This is an optimization exercise on Yosys and OpenROAD, whose aim is small area, a short achievable clock period and few clock cycles, not a production implementation.
Function was checked by simulation only, so behaviour that the tests miss may differ from the original.
Power is estimated from default activity; no workload was simulated.

==> trial 49: inputs <==
// GenTrianglePoints
module GenTrianglePoints(
   i_clk, i_rst, i_start, i_v1, i_v2, i_v3,
   o_write, o_done, o_point
);
   parameter SCREEN_WIDTH = 640;
   parameter SCREEN_HEIGHT = 480;
   input         i_clk, i_rst, i_start;
   input [63:0]  i_v1, i_v2, i_v3;  
   output reg    o_write;
   output        o_done;
   output [31:0] o_point;           
   reg st_idle, st_dx, st_dy, st_box, st_mul, st_row, st_walk, st_sweep, st_down;
   reg [10:0] px, py;     
   reg        dir;        
   reg        rsf;        
   reg        hb;         
   reg [3:0]  pos;        
   reg        cxa0, cxa1, cxa2;   
   reg        cya0, cya1, cya2;   
   reg        cxr0, cxr1, cxr2;   
   reg        cyr0, cyr1, cyr2;   
   reg        cn0, cn1, cn2;      
   reg        cdbl, cpass;        
   reg        cdx, cdy;           
   reg [32:0] w0, w1, w2;
   function [32:0] ilv;
      input [14:0] fy, fx;
      integer i;
      begin
         ilv[32:30] = 3'b000;
         for (i = 0; i < 15; i = i + 1) begin
            ilv[2*i+1] = fy[i];
            ilv[2*i]   = fx[i];
         end
      end
   endfunction
   function [14:0] dly;    
      input [32:0] fw;
      integer i;
      for (i = 0; i < 15; i = i + 1) dly[i] = fw[2*i+3];
   endfunction
   function [14:0] dlx;    
      input [32:0] fw;
      integer i;
      for (i = 0; i < 15; i = i + 1) dlx[i] = fw[2*i+2];
   endfunction
   wire signed [14:0] vx0 = dlx(w0), vx1 = dlx(w1), vx2 = dlx(w2);
   wire signed [14:0] vy0 = dly(w0), vy1 = dly(w1), vy2 = dly(w2);
   reg [10:0] x, y, yhi;
   reg        xone;       
   reg        yhm;        
   reg signed [15:0] mx0, mx1, mx2, my0, my1, my2;    
   reg signed [30:0] e0, e1, e2;
   wire signed [14:0] minxf = (~mx0[15] & mx2[15]) ? vx0 : ((mx0[15] & ~mx1[15]) ? vx1 : vx2);
  ...
clock: 24.0 ns
lec_check: 0
cap_margin: 30
core_margin: 2
core_utilization: 30
cts_cluster_diameter: 60
cts_cluster_size: 20
place_density: 0.8
slew_margin: 20
standard.sh (not shown) runs the stock make flow with config.mk's settings and CLKGATE_MAP_FILE= SYNTH_SCRIPT=/design/flow/synth_recipe.tcl, a recipe that flattens the netlist after the stock synthesis.
==> flow/flow/run.sh <==
#!/bin/bash
# The standard layout, with plain buffers (rather than delay buffers) on the ports.
set -euo pipefail
export BUFFER_PORTS_ARGS="-buffer_cell sky130_fd_sc_hd__buf_2"
bash standard.sh > standard.log 2>&1
==> trial 56 (differences from trial 49) <==
--- a/flow/design.v
+++ b/flow/design.v
@@ -45,11 +45,11 @@
       integer i;
       for (i = 0; i < 15; i = i + 1) dlx[i] = fw[2*i+2];
    endfunction
    wire signed [14:0] vx0 = dlx(w0), vx1 = dlx(w1), vx2 = dlx(w2);
    wire signed [14:0] vy0 = dly(w0), vy1 = dly(w1), vy2 = dly(w2);
-   reg [10:0] x, y, yhi;
+   reg [10:0] x, y, xlo, yhi;
    reg        xone;       
    reg        yhm;        
    reg signed [15:0] mx0, mx1, mx2, my0, my1, my2;    
    reg signed [30:0] e0, e1, e2;
    wire signed [14:0] minxf = (~mx0[15] & mx2[15]) ? vx0 : ((mx0[15] & ~mx1[15]) ? vx1 : vx2);
@@ -157,12 +157,11 @@
                 (e0[30] & e1[30] & e2[30]);
    wire bo_sum  = out_test(sg0, sg1, sg2, ~dir,
                            dyp0, dyp1, dyp2, dyn0, dyn1, dyn2);
    wire ao_sum  = out_test(sg0, sg1, sg2, dir,
                            dyp0, dyp1, dyp2, dyn0, dyn1, dyn2);
-   wire [10:0] xlo = xone ? x : 11'd0;
-   wire [10:0] xhi = xone ? x : SCREEN_WIDTH - 1;
+   wire [10:0] xhi = xone ? xlo : SCREEN_WIDTH - 1;
    wire [10:0] xb = dir ? xlo : xhi;           
    wire [10:0] xa = dir ? xhi : xlo;           
    wire at_b = (x == xb);
    wire at_a = (x == xa);
    wire last_row = (y == yhi);
@@ -232,11 +231,11 @@
          w2 <= ilv(i_v3[46:32], i_v3[14:0]);
       end else begin
          w0 <= w0 << 1;  w1 <= w1 << 1;  w2 <= w2 << 1;
       end
       if (st_box) begin
-         xone <= (bx0 > SCREEN_WIDTH - 1);  {yhm, yhi} <= cmaxy;
+         xlo <= bx0[10:0];  xone <= (bx0 > SCREEN_WIDTH - 1);  {yhm, yhi} <= cmaxy;
       end
       if (st_box)
         x <= bx0[10:0];
       else if (st_mul & hb & (pos >= 4'd4))
         x <= {x[9:0], x[10]};
Settings changed: CORE_UTILIZATION 30 to 65.
==> notes.md <==
Trial 56 finished with timing, DRC and antenna clean. Trial 49 ran to the end with no violations.
Register-to-register slack: trial 49 is higher than trial 56 (0.44 ns).
In trial 56 the sequential power is higher than in trial 49, by about 3%.
In trial 49 the via count is lower than in trial 56, by about 3.3%.
Of trial 49 and trial 56, trial 56 has the higher flip-flop and latch count (gap 11).
Worst setup slack: trial 49 is worse than trial 56 (0.061 ns).
Of trial 49 and trial 56, trial 56 has the higher first-iteration DRC count (gap 5.2%, measured against trial 56).
In trial 49 the total power is smaller than in trial 56, by about 6%.
Final area: trial 56 is higher than trial 49 (0.87%).
Final cell count: trial 56 is smaller than trial 49 (about 13%).
Between trial 56 and trial 49, the lower worst hold slack is in trial 49 (gap 0.0046 ns).
==> figures <==
metric                                                                           trial 56        trial 49
Ratio of cells with drive above 1 in the final layout                               9.46%           9.25%
Area of the multi-input gates                                                  13,700 µm²      13,500 µm²
Clock network latency to the later pin of the worst-skew pair                     0.57 ns         0.61 ns
Area inside the core boundary                                                  37,600 µm²      79,300 µm²
Total track usage                                                                   38.6%           17.7%
Sequential share of cell area                                                       37.7%           36.8%
Synth Instances                                                                     2,682           2,617
Die Wd                                                                             199 µm          287 µm
Core Rows                                                                              71             103
Chip height                                                                        199 µm          287 µm
Arr. time, crit path                                                              1.02 ns         1.08 ns
Reported combinational group power                                                2810 µW         2700 µW
Share of power burned in the clock network                                          13.2%           11.3%
Largest incremental delay on the critical path                                    0.32 ns         0.35 ns
Endpoint of the most critical setup path                                      o_point[19]          o_done
Final routed wirelength across all metal layers                                   76.6 mm         75.0 mm
FF/Latch Area                                                                  10,100 µm²        9780 µm²
Status                                                                     finished clean  finished clean
Portion of the clock cycle consumed by the worst path in the final layout           24.2%           24.5%
Initial cell density of the core                                                    65.7%           30.4%
Share of final layout cell area taken by non-clock buffers                          3.15%           3.25%
Testbench counts of trial 49, summed over its fixed seeds: cycles 177,751.
Testbench counts of trial 56, summed over its fixed seeds: cycles 177,487.

-- separate check: timing with driven ports --
The flow's constraints put no driver on any port. The routed layouts listed below were extracted and timed again, unchanged, in two steps.
Step 1 assumes that a clkbuf_16 drives the clock port and a buf_2 every other input.
Step 2 adds t to the input delays and takes it off the output delays; t is the mean of the earliest and latest rising clock arrival at the registers after step 1. Input paths then give back, and output paths get back, about the clock's delay inside the block.
a / b / c = no drivers / after step 1 / after step 2; a / b = the first two.
run	t, ns	slack for setup (ns)	hold WS [ns]	latest minus earliest clock arrival (ns)	worst register clock-pin slew, ns
trial 49	0.655	18.122 / 18.056 / 18.415	0.431 / 0.431 / 0.431	0.039 / 0.039	0.09 / 0.09
trial 56	0.612	18.183 / 18.127 / 18.321	0.435 / 0.435 / 0.435	0.032 / 0.032	0.08 / 0.08
After both steps every run listed still meets setup and hold.
